Source: an optimization exercise on an open RTL-to-GDS flow (aim: small area). Production flows keep margins and buffers that such runs may drop.
The RTL was checked by simulation tests, not by an equivalence proof against the original design.
Power figures rest on the tool's default switching activity, not on a simulated workload.

==> flow/design.v <==
module uart_tx (
    input  wire        clk_i,
    input  wire        rst_n_i,
    input  wire        cfg_en_i,
    input  wire [11:0] cfg_div_i,
    input  wire [ 1:0] cfg_bits_i,
    input  wire        cfg_parity_en_i,
    input  wire        cfg_stop_bits_i,
    output reg         tx_o,
    output reg         tx_busy_o,
    input  wire [ 7:0] tx_data_i,
    input  wire        tx_vld_i,
    output reg         tx_rdy_o
);
    localparam [2:0] IDLE = 3'd0, START = 3'd1, DATA = 3'd2, PARITY = 3'd3, STOP = 3'd4;
    reg  [ 2:0] state;
    reg  [ 2:0] state_next;
    reg  [ 2:0] cnt;
    reg  [ 7:0] data;
    reg         parity;
    reg  [ 1:0] stop;
    reg  [11:0] baud;
    wire        bit_done  = baud == cfg_div_i;
    wire        data_done = cnt[2] && (cnt[1:0] == cfg_bits_i) && bit_done;
    wire        stop_done = (!cfg_stop_bits_i || stop[1]) && stop[0];
    always @(posedge clk_i) begin
        if (!tx_busy_o || bit_done) baud <= 12'h0;
        else baud <= baud + 12'd1;
    end
    wire s_idle   = ~|state;
    wire s_start  = state[0] & ~state[1];
    wire s_data   = state[1] & ~state[0];
    wire s_parity = state[1] & state[0];
    wire s_stop   = state[2];
    always @(*) begin
        state_next[0] = (s_idle & tx_vld_i) | (s_start & ~bit_done) | (s_data & data_done & cfg_parity_en_i) | (s_parity & ~bit_done);
        state_next[1] = (s_start & bit_done) | (s_data & (~data_done | cfg_parity_en_i)) | (s_parity & ~bit_done);
        state_next[2] = (s_data & data_done & ~cfg_parity_en_i) | (s_parity & bit_done) | (s_stop & ~stop_done);
    end
    always @(posedge clk_i or negedge rst_n_i) begin
        if (!rst_n_i) begin
            state     <= IDLE;
            tx_o      <= 1'b0;
            tx_busy_o <= 1'b0;
        end else begin
            state     <= cfg_en_i ? state_next : IDLE;
            tx_busy_o <= |state_next;
            tx_o <= s_start ? 1'b0 : s_data ? data[0] : s_parity ? parity : 1'b1;
        end
    end
    always @(posedge clk_i) begin
        tx_rdy_o <= s_start && bit_done;
        if (s_data) begin
            if (bit_done) begin
                parity <= parity ^ data[0];
                cnt    <= cnt + 3'd1;
            end
        end else if (s_start) begin
            parity <= 1'b0;
            cnt    <= 3'd0;
        end
        if (bit_done) begin
            data    <= s_start ? tx_data_i : {1'b0, data[7:1]};
            stop[0] <= s_stop;
            stop[1] <= stop[0];
        end
    end
endmodule
module uart_rx (
    input  wire        clk_i,
    input  wire        rst_n_i,
    input  wire        cfg_en_i,
    input  wire [11:0] cfg_div_i,
    input  wire        cfg_parity_en_i,
    input  wire [ 1:0] cfg_bits_i,
    input  wire        rx_i,
    input  wire        rx_rdy_i,
    output reg         rx_vld_o,
    output reg  [ 7:0] rx_data_o
);
    localparam [2:0] IDLE = 3'd0, START = 3'd1, DATA = 3'd2, PARITY = 3'd3, STOP = 3'd4;
    reg  [ 2:0] state;
    reg  [ 2:0] state_next;
    reg  [ 2:0] cnt;
    reg         parity;
    reg         busy;
    reg  [11:0] baud;
    wire        bit_done  = baud == cfg_div_i;
    wire        half_done = baud == {1'b0, cfg_div_i[11:1]};
    wire        data_done = cnt[2] && (cnt[1:0] == cfg_bits_i) && half_done;
    wire [ 3:0] next_7_4  = {
        cfg_bits_i == 2'd3 ? rx_i : 1'b0,
        cfg_bits_i == 2'd2 ? rx_i : rx_data_o[7],
        cfg_bits_i == 2'd1 ? rx_i : rx_data_o[6],
        cfg_bits_i == 2'd0 ? rx_i : rx_data_o[5]
    };
    always @(posedge clk_i) begin
        if (!busy || bit_done) baud <= 12'h0;
        else baud <= baud + 12'd1;
    end
    wire s_idle   = ~|state;
    wire s_start  = state[0] & ~state[1];
    wire s_data   = state[1] & ~state[0];
    wire s_parity = state[1] & state[0];
    wire s_stop   = state[2];
    always @(*) begin
        state_next[0] = (s_idle & ~rx_i) | (s_start & ~half_done) | (s_data & data_done & cfg_parity_en_i) | (s_parity & ~half_done);
        state_next[1] = (s_start & half_done & ~rx_i) | (s_data & (~data_done | cfg_parity_en_i)) | (s_parity & ~half_done);
        state_next[2] = (s_data & data_done & ~cfg_parity_en_i) | (s_parity & half_done) | (s_stop & ~half_done);
    end
    always @(posedge clk_i or negedge rst_n_i) begin
        if (!rst_n_i) begin
            state    <= IDLE;
            busy     <= 1'b0;
            rx_vld_o <= 1'b0;
        end else begin
            state <= cfg_en_i ? state_next : IDLE;
            busy  <= |state_next;
            if (s_stop && half_done) rx_vld_o <= cfg_parity_en_i ? !parity : 1'b1;
            else if (rx_rdy_i || s_start) rx_vld_o <= 1'b0;
        end
    end
    always @(posedge clk_i) begin
        if (s_data) begin
            if (half_done) begin
                rx_data_o <= {next_7_4, rx_data_o[4:1]};
                cnt       <= cnt + 3'd1;
            end
        end else if (s_start) begin
            rx_data_o <= 8'h0;
            cnt       <= 3'd0;
        end
        if (s_idle) parity <= 1'b0;
        else if (half_done && state[1]) parity <= parity ^ rx_i;
    end
endmodule
module sync_fifo #(
    parameter RST_DATA = 1
) (
    input  wire       clk_i,
    input  wire       rstn_i,
    output wire       wr_rdy_o,
    input  wire       wr_vld_i,
    input  wire [7:0] wr_data_i,
    input  wire       rd_rdy_i,
    output reg        rd_vld_o,
    output reg  [7:0] rd_data_o,
    output wire [3:0] elem_cnt_o
);
    reg  [3:0] cnt;
    reg  [7:0] line [0:7];
    wire       full  = cnt[3];
    wire       empty = ~|cnt;
    wire       wr    = wr_vld_i & ~full;
    wire       pre   = ~rd_vld_o | rd_rdy_i;
    wire       rd    = pre & ~empty;
    assign wr_rdy_o   = ~full;
    assign elem_cnt_o = cnt;
    always @(posedge clk_i or negedge rstn_i) begin
        if (!rstn_i) begin
            cnt      <= 4'd0;
            rd_vld_o <= 1'b0;
        end else begin
            if (wr & ~rd) cnt <= cnt + 4'd1;
            else if (rd & ~wr) cnt <= cnt - 4'd1;
            if (pre) rd_vld_o <= ~empty;
        end
    end
    always @(posedge clk_i) begin
        if (pre) rd_data_o <= (cnt[2:0] == 3'd0) ? line0 : line[cnt[2:0]];
    end
    wire [7:0] line0;
    generate
        if (RST_DATA) begin : g_seen
            reg [2:0] wcnt;
            reg       seen;
            always @(posedge clk_i or negedge rstn_i) begin
                if (!rstn_i) begin
                    wcnt <= 3'd0;
                    seen <= 1'b0;
                end else if (wr) begin
                    wcnt <= wcnt + 3'd1;
                    if (&wcnt) seen <= 1'b1;
                end
            end
            assign line0 = line[0] & {8{seen}};
        end else begin : g_noseen
            assign line0 = line[0];
        end
    endgenerate
    integer i;
    always @(posedge clk_i) begin
        if (wr) begin
            line[1] <= wr_data_i;
            for (i = 2; i < 8; i = i + 1) line[i] <= line[i-1];
            line[0] <= line[7];
        end
    end
endmodule
module uart_fifo (
    input  wire        clk_i,
    input  wire        rst_n_i,
    input  wire        cfg_en_i,
    input  wire [11:0] cfg_div_i,
    input  wire        cfg_parity_en_i,
    input  wire [ 1:0] cfg_bits_i,
    input  wire        cfg_stop_bits_i,
    input  wire        rx_i,
    output wire        tx_o,
    output wire        tx_busy_o,
    input  wire        wr_vld_i,
    input  wire [ 7:0] wr_data_i,
    output wire        wr_rdy_o,
    output wire [ 3:0] tx_cnt_o,
    output wire        rd_vld_o,
    output wire [ 7:0] rd_data_o,
    input  wire        rd_rdy_i,
    output wire [ 3:0] rx_cnt_o
);
    wire       tx_rdy;
    wire       tx_vld;
    wire [7:0] tx_data;
    wire       rx_rdy;
    wire       rx_vld;
    wire [7:0] rx_data;
    sync_fifo #(
        .RST_DATA(1)
    ) fifo_tx (
        .clk_i     (clk_i),
        .rstn_i    (rst_n_i),
        .wr_rdy_o  (wr_rdy_o),
        .wr_vld_i  (wr_vld_i),
        .wr_data_i (wr_data_i),
        .rd_rdy_i  (tx_rdy),
        .rd_vld_o  (tx_vld),
        .rd_data_o (tx_data),
        .elem_cnt_o(tx_cnt_o)
    );
    uart_tx tx_u (
        .clk_i          (clk_i),
        .rst_n_i        (rst_n_i),
        .cfg_en_i       (cfg_en_i),
        .cfg_div_i      (cfg_div_i),
        .cfg_bits_i     (cfg_bits_i),
        .cfg_parity_en_i(cfg_parity_en_i),
        .cfg_stop_bits_i(cfg_stop_bits_i),
        .tx_o           (tx_o),
        .tx_busy_o      (tx_busy_o),
        .tx_data_i      (tx_data),
        .tx_vld_i       (tx_vld),
        .tx_rdy_o       (tx_rdy)
    );
    uart_rx rx_u (
        .clk_i          (clk_i),
        .rst_n_i        (rst_n_i),
        .cfg_en_i       (cfg_en_i),
        .cfg_div_i      (cfg_div_i),
        .cfg_parity_en_i(cfg_parity_en_i),
        .cfg_bits_i     (cfg_bits_i),
        .rx_i           (rx_i),
        .rx_rdy_i       (rx_rdy),
        .rx_vld_o       (rx_vld),
        .rx_data_o      (rx_data)
    );
    sync_fifo #(
        .RST_DATA(0)
    ) fifo_rx (
        .clk_i     (clk_i),
        .rstn_i    (rst_n_i),
        .wr_rdy_o  (rx_rdy),
        .wr_vld_i  (rx_vld),
        .wr_data_i (rx_data),
        .rd_rdy_i  (rd_rdy_i),
        .rd_vld_o  (rd_vld_o),
        .rd_data_o (rd_data_o),
        .elem_cnt_o(rx_cnt_o)
    );
endmodule
==> flow/flow/run.sh <==
#!/bin/bash
# Own layout flow, built on the standard flow (standard.sh):
#  1. Synthesis is the standard synthesis script (synth_recipe.tcl, via
#     standard.sh) with one change: ABC maps the combinational logic with an
#     area-oriented script (flow/abc_area_map.script: repeated dch + amap)
#     instead of ORFS's abc_speed.script. Flip-flops are mapped by dfflibmap
#     before ABC runs, so the registers, their names and cells are the
#     standard synthesis's. ORFS's scripts are copied into this work folder
#     and only abc_speed.script is replaced in the copy. The adders are left
#     to ABC as well (ADDER_MAP_FILE empty) instead of being mapped to
#     ha/fa cells beforehand.
#  2. Floorplan to finish is standard.sh with ORFS's own scripts, except that
#     the port buffers are sky130_fd_sc_hd__buf_1 (every port still gets one)
#     and the clock tree uses clkbuf_16 with larger sink clusters and no dummy
#     loads.
# Each make call's full output goes to its own log in this folder; ORFS's
# per-step logs are in orfs/logs.
set -euo pipefail
cd "$(dirname "${BASH_SOURCE[0]}")/.."
rm -rf synth_scripts
cp -r "$FLOW_HOME/scripts" synth_scripts
cp flow/abc_area_map.script synth_scripts/abc_speed.script
bash standard.sh "SCRIPTS_DIR=$PWD/synth_scripts" ABC_AREA=0 ADDER_MAP_FILE= synth > flow_synth.log 2>&1
bash standard.sh \
  "BUFFER_PORTS_ARGS=-buffer_cell sky130_fd_sc_hd__buf_1" \
  "CTS_ARGS=-sink_clustering_enable -repair_clock_nets -dont_use_dummy_load -buf_list sky130_fd_sc_hd__clkbuf_16 -sink_clustering_size 28 -sink_clustering_max_diameter 60" \
  finish > flow_layout.log 2>&1
==> flow/flow/abc_area_map.script <==
strash
dch
amap
strash
dch -f
amap
strash
dch -f
amap
strash
dch -f
amap
topo
stime -c
==> flow/standard.sh <==
#!/bin/bash
# synth_recipe.tcl (not shown) runs the flow's synth.tcl, then flattens the netlist and writes it again
# the make line also repeats each setting of config.mk as NAME=value (left out here)
make -C /OpenROAD-flow-scripts/flow DESIGN_CONFIG=/design/flow/config.mk WORK_HOME=/design/flow/orfs CLKGATE_MAP_FILE= SYNTH_SCRIPT=/design/flow/synth_recipe.tcl "${@:-finish}"
==> flow/config.mk <==
export PLATFORM = sky130hd
export DESIGN_NAME = uart_fifo
export DESIGN_NICKNAME = uart_fifo
export VERILOG_FILES = /design/flow/design.v
export SDC_FILE = /design/flow/constraint.sdc
export NUM_CORES = 4
export LEC_CHECK = 0
export CAP_MARGIN = 0
export CORE_MARGIN = 2
export CORE_UTILIZATION = 65
export SLEW_MARGIN = 0
==> flow/constraint.sdc <==
create_clock -name core_clock -period 5.0 [get_ports {clk_i}]
set_input_delay 1.0000 -clock core_clock [delete_from_list [all_inputs] [get_ports {clk_i}]]
set_output_delay 1.0000 -clock core_clock [all_outputs]
set_load 0.01 [all_outputs]
==> flow_metrics.tcl <==
set metrics [dict create \
    dp.cells 851 \
    total_power_mw 4.41 \
    grt_pass1_vias 5416 \
    synth.distinct_cells 33 \
    place_ws_ns 1.76 \
    finalWorstSetupSlack_ns 2.02 \
    syn-instance-count 620 \
    track_usage 0.244 \
    drt_wl_total_um 16900 \
    root_buffer "clkbuf_16" \
    power-per-cell-area_mw_per_mm2 474 \
    synthesis.nets 650 \
    criticalPathCategory "reg2reg" \
    ctsResizeCount 0 \
    critPathCaptureType "flop" \
    fmax_ghz 0.336 \
    drt-pass1-iter-count 6 \
    antennaDiodeCount 0 \
    max-slew-margin-rel 0.149 \
    finalClockSkew_ns 0.0525 \
    timing.final.crit_share 0.596 \
    cap_violations 0 \
    synth-seq-area-share 0.733 \
    rows 41 \
    synth.area.top_cells "edfxtp_1, dfrtp_1, dfxtp_1" \
    syn-cell-area_mm2 0.00845 \
    hold_buffers 0 \
    tns_ns 0 \
    numCtsBuffers 15 \
    ant_nets 0 \
    antenna_found_initial 0 \
    synth_edf_count 169 \
    viasPerCell 6.36 \
    dp_hpwl_um 11500 \
    clock_latency_ns 0.47 \
    clk_path_buf_depth 3 \
    clock_sinks 219 \
    dr.first_iter.drc_count 711 \
    nFillCells 851 \
    io_pins 50 \
    status "timing/DRC/antenna clean" \
    synth_flop_cell "edfxtp_1" \
    layout-area-overhead-vs-synth_pct 10.2 \
    fin_cells 866 \
    rsz0062_at_grt "false" \
    num_vias 5507 \
    yosysWarnings 6 \
    setup-violations-final 0 \
    grt_pass1_wl_um 27200 \
    leakage_nw 3.00 \
    slew_violations 0 \
    cp.required_ns 5.36 \
    worstMarginPinSlew_ns 1.27 \
    peakVddDrop_v 0.000374 \
    grt_max_degree 67 \
    routedWlPerCell_um 19.5 \
    drc_errors 0 \
    gp_congestion 0.899 \
    coreArea_mm2 0.0127 \
    die_h_um 118 \
    final.min_clock_period_ns 2.98 \
    hold_path_class "reg2reg" \
    netlist.area_leader.share 0.601 \
    htree_levels 1 \
    crit_arrival_ns 3.34 \
    start_kind "flop" \
    syn_area_per_cell_um2 13.6 \
    fin_nets 726 \
    hold_viol_final 0 \
    drive_gt1_frac 0.0418 \
    synth_area_leader_cell "edfxtp_1" \
    die-area_mm2 0.0139 \
    whs_ns 0.429 \
    io_buffers 49 \
    synthArstFlopShare 0.110 \
    cts_tree "done" \
    postCtsSetupBuffers 0 \
    start_util 0.667 \
    ys_ff_latch 219 \
    fp.dieW_um 118 \
    worst-path-max-fanout 11 \
    overflow 0 \
    clk_pin_slew_worst_paths_ns 0.10 \
]
cells in the final DEF, fill, tap and decap left out, drive strengths merged:
| cell type | count |
|---|---|
| nor2 | 68 |
| o221ai | 2 |
| nand4 | 3 |
| edfxtp | 169 |
| o21a | 2 |
| nor3b | 1 |
| a222oi | 32 |
| a22o | 1 |
| o32ai | 1 |
| nor2b | 19 |
| o32a | 7 |
| nand2 | 44 |
| clkbuf | 15 |
| a221oi | 12 |
| a21oi | 19 |
| a2111oi | 2 |
| nand3 | 6 |
| a22oi | 1 |
| dfrtp | 24 |
| a211oi | 18 |
| o22ai | 29 |
| nor4 | 5 |
| clkinv | 66 |
| and2 | 2 |
| or2 | 3 |
| a31oi | 3 |
| a32o | 4 |
| dfxtp | 26 |
| a41oi | 2 |
| o22a | 8 |
| nor3 | 17 |
| a311oi | 2 |
| buf | 61 |
| o21ai | 20 |
final cells by class:
type | instances | area [µm²] | share of cell area
tap | 172 | 215 | 0.0231
clock buffer | 15 | 375 | 0.0403
inverter | 66 | 248 | 0.0266
multi-input combinational | 333 | 2000 | 0.215
sequential | 219 | 6200 | 0.665
timing repair buffer | 61 | 274 | 0.0294
layer usage:
| layer | vias up | track usage | part of all wire | wire [µm] |
|---|---|---|---|---|
| met2 | 243 | 0.404 | 0.48 | 8150 |
| met4 | 0 | 0.0776 | 0.024 | 402 |
| met1 | 2653 | 0.334 | 0.42 | 7070 |
| met3 | 32 | 0.0446 | 0.075 | 1280 |
| li1 | 2579 | - | - | - |
| met5 | - | 0 | 0 | 0 |
cells in the mapped netlist (all sizes together), types with 18 or more instances:
library cell / instances
a21oi: 19
clkinv: 66
nor2b: 19
dfxtp: 26
nand2: 44
edfxtp: 169
a222oi: 32
nor2: 68
o22ai: 29
a211oi: 18
o21ai: 20
dfrtp: 24
power by group:
group          switching (mW)  internal (mW)  total [mW]
registers               0.121           2.18        2.31
clock network           0.530          0.534        1.06
logic                   0.656          0.389        1.04
logic make-up (layout without fill, tap and decap cells):
kind of cell	after synthesis	after routing	synth area share
DFF	219	219	0.733
and+or+nand+nor	168	168	0.0880
AOI/OAI and AO/OA	165	165	0.148
buffers and inverters	68	142	0.0311
per-stage QoR:
| stage | area, µm² | utilization |
|---|---|---|
| after floorplan | 8450 | - |
| after global placement | 8940 | 0.705 |
| after detailed placement | 8940 | 0.705 |
| after CTS | 9310 | 0.735 |
| after global routing | 9310 | 0.735 |
| final | 9310 | 0.735 |
critical path, stage by stage, from the launching register on:
cell,delay [ns]
dfrtp_1,0.46
clkinv_1,0.13
nand2_1,0.10
nor2_1,0.55
clkinv_1,0.55
o21ai_0,0.44
nand2_1,0.16
clkinv_1,0.11
nor2_1,0.07
o32a_1,0.29
state kept, by name, indices dropped and copies added, names as in the netlist, 8 cells and up:
name,cells
rx_u.baud,12
fifo_tx.rd_data_o,8
tx_u.data,8
fifo_rx.line,64
rx_u.rx_data_o,8
fifo_rx.rd_data_o,8
fifo_tx.line,64
tx_u.baud,12
path summary, 6_finish.rpt:
kind | startpoint | end | slack (ns) | cells past startpoint
setup / recovery | fifo_rx.cnt[0]$_DFFE_PN0P_ | fifo_rx.cnt[3]$_DFFE_PN0P_ | 2.02 | 9
hold / removal | rx_u.rx_data_o[0]$_SDFFCE_PN0P_ | fifo_rx.line[1][0]$_DFFE_PP_ | 0.43 | 0
setup reg to reg | fifo_rx.cnt[0]$_DFFE_PN0P_ | fifo_rx.cnt[3]$_DFFE_PN0P_ | 2.02 | 9
hold reg to reg | rx_u.rx_data_o[0]$_SDFFCE_PN0P_ | fifo_rx.line[1][0]$_DFFE_PP_ | 0.43 | 0
max in group asynchronous | rst_n_i | rx_u.rx_vld_o$_DFFE_PN0P_ | 4.17 | 2
min in group asynchronous | rst_n_i | fifo_tx.g_seen.wcnt[2]$_DFFE_PN0P_ | 0.52 | 2

-- separate check: timing with driven ports --
How much do the figures lean on ideal ports? The routed layout below was timed once more, with nothing changed but the port constraints.
Step 1 assumes that a clkbuf_16 drives the clock port and a buf_2 every other input.
Step 2 moves the port delays by t, midway between the first and last clock arrival at a register: inputs arrive t later, outputs are due t later. That takes back most of the time a late clock gives input paths.
a / b / c = no drivers / after step 1 / after step 2; a / b = the first two.
t, ns: 0.490
setup slack, ns: 2.020 / 2.020 / 1.712
latest minus earliest clock arrival (ns): 0.052 / 0.052
After both steps this run still meets setup and hold. For this run, drivers alone change the setup slack by 0.000 ns; drivers and shift together by -0.308 ns.
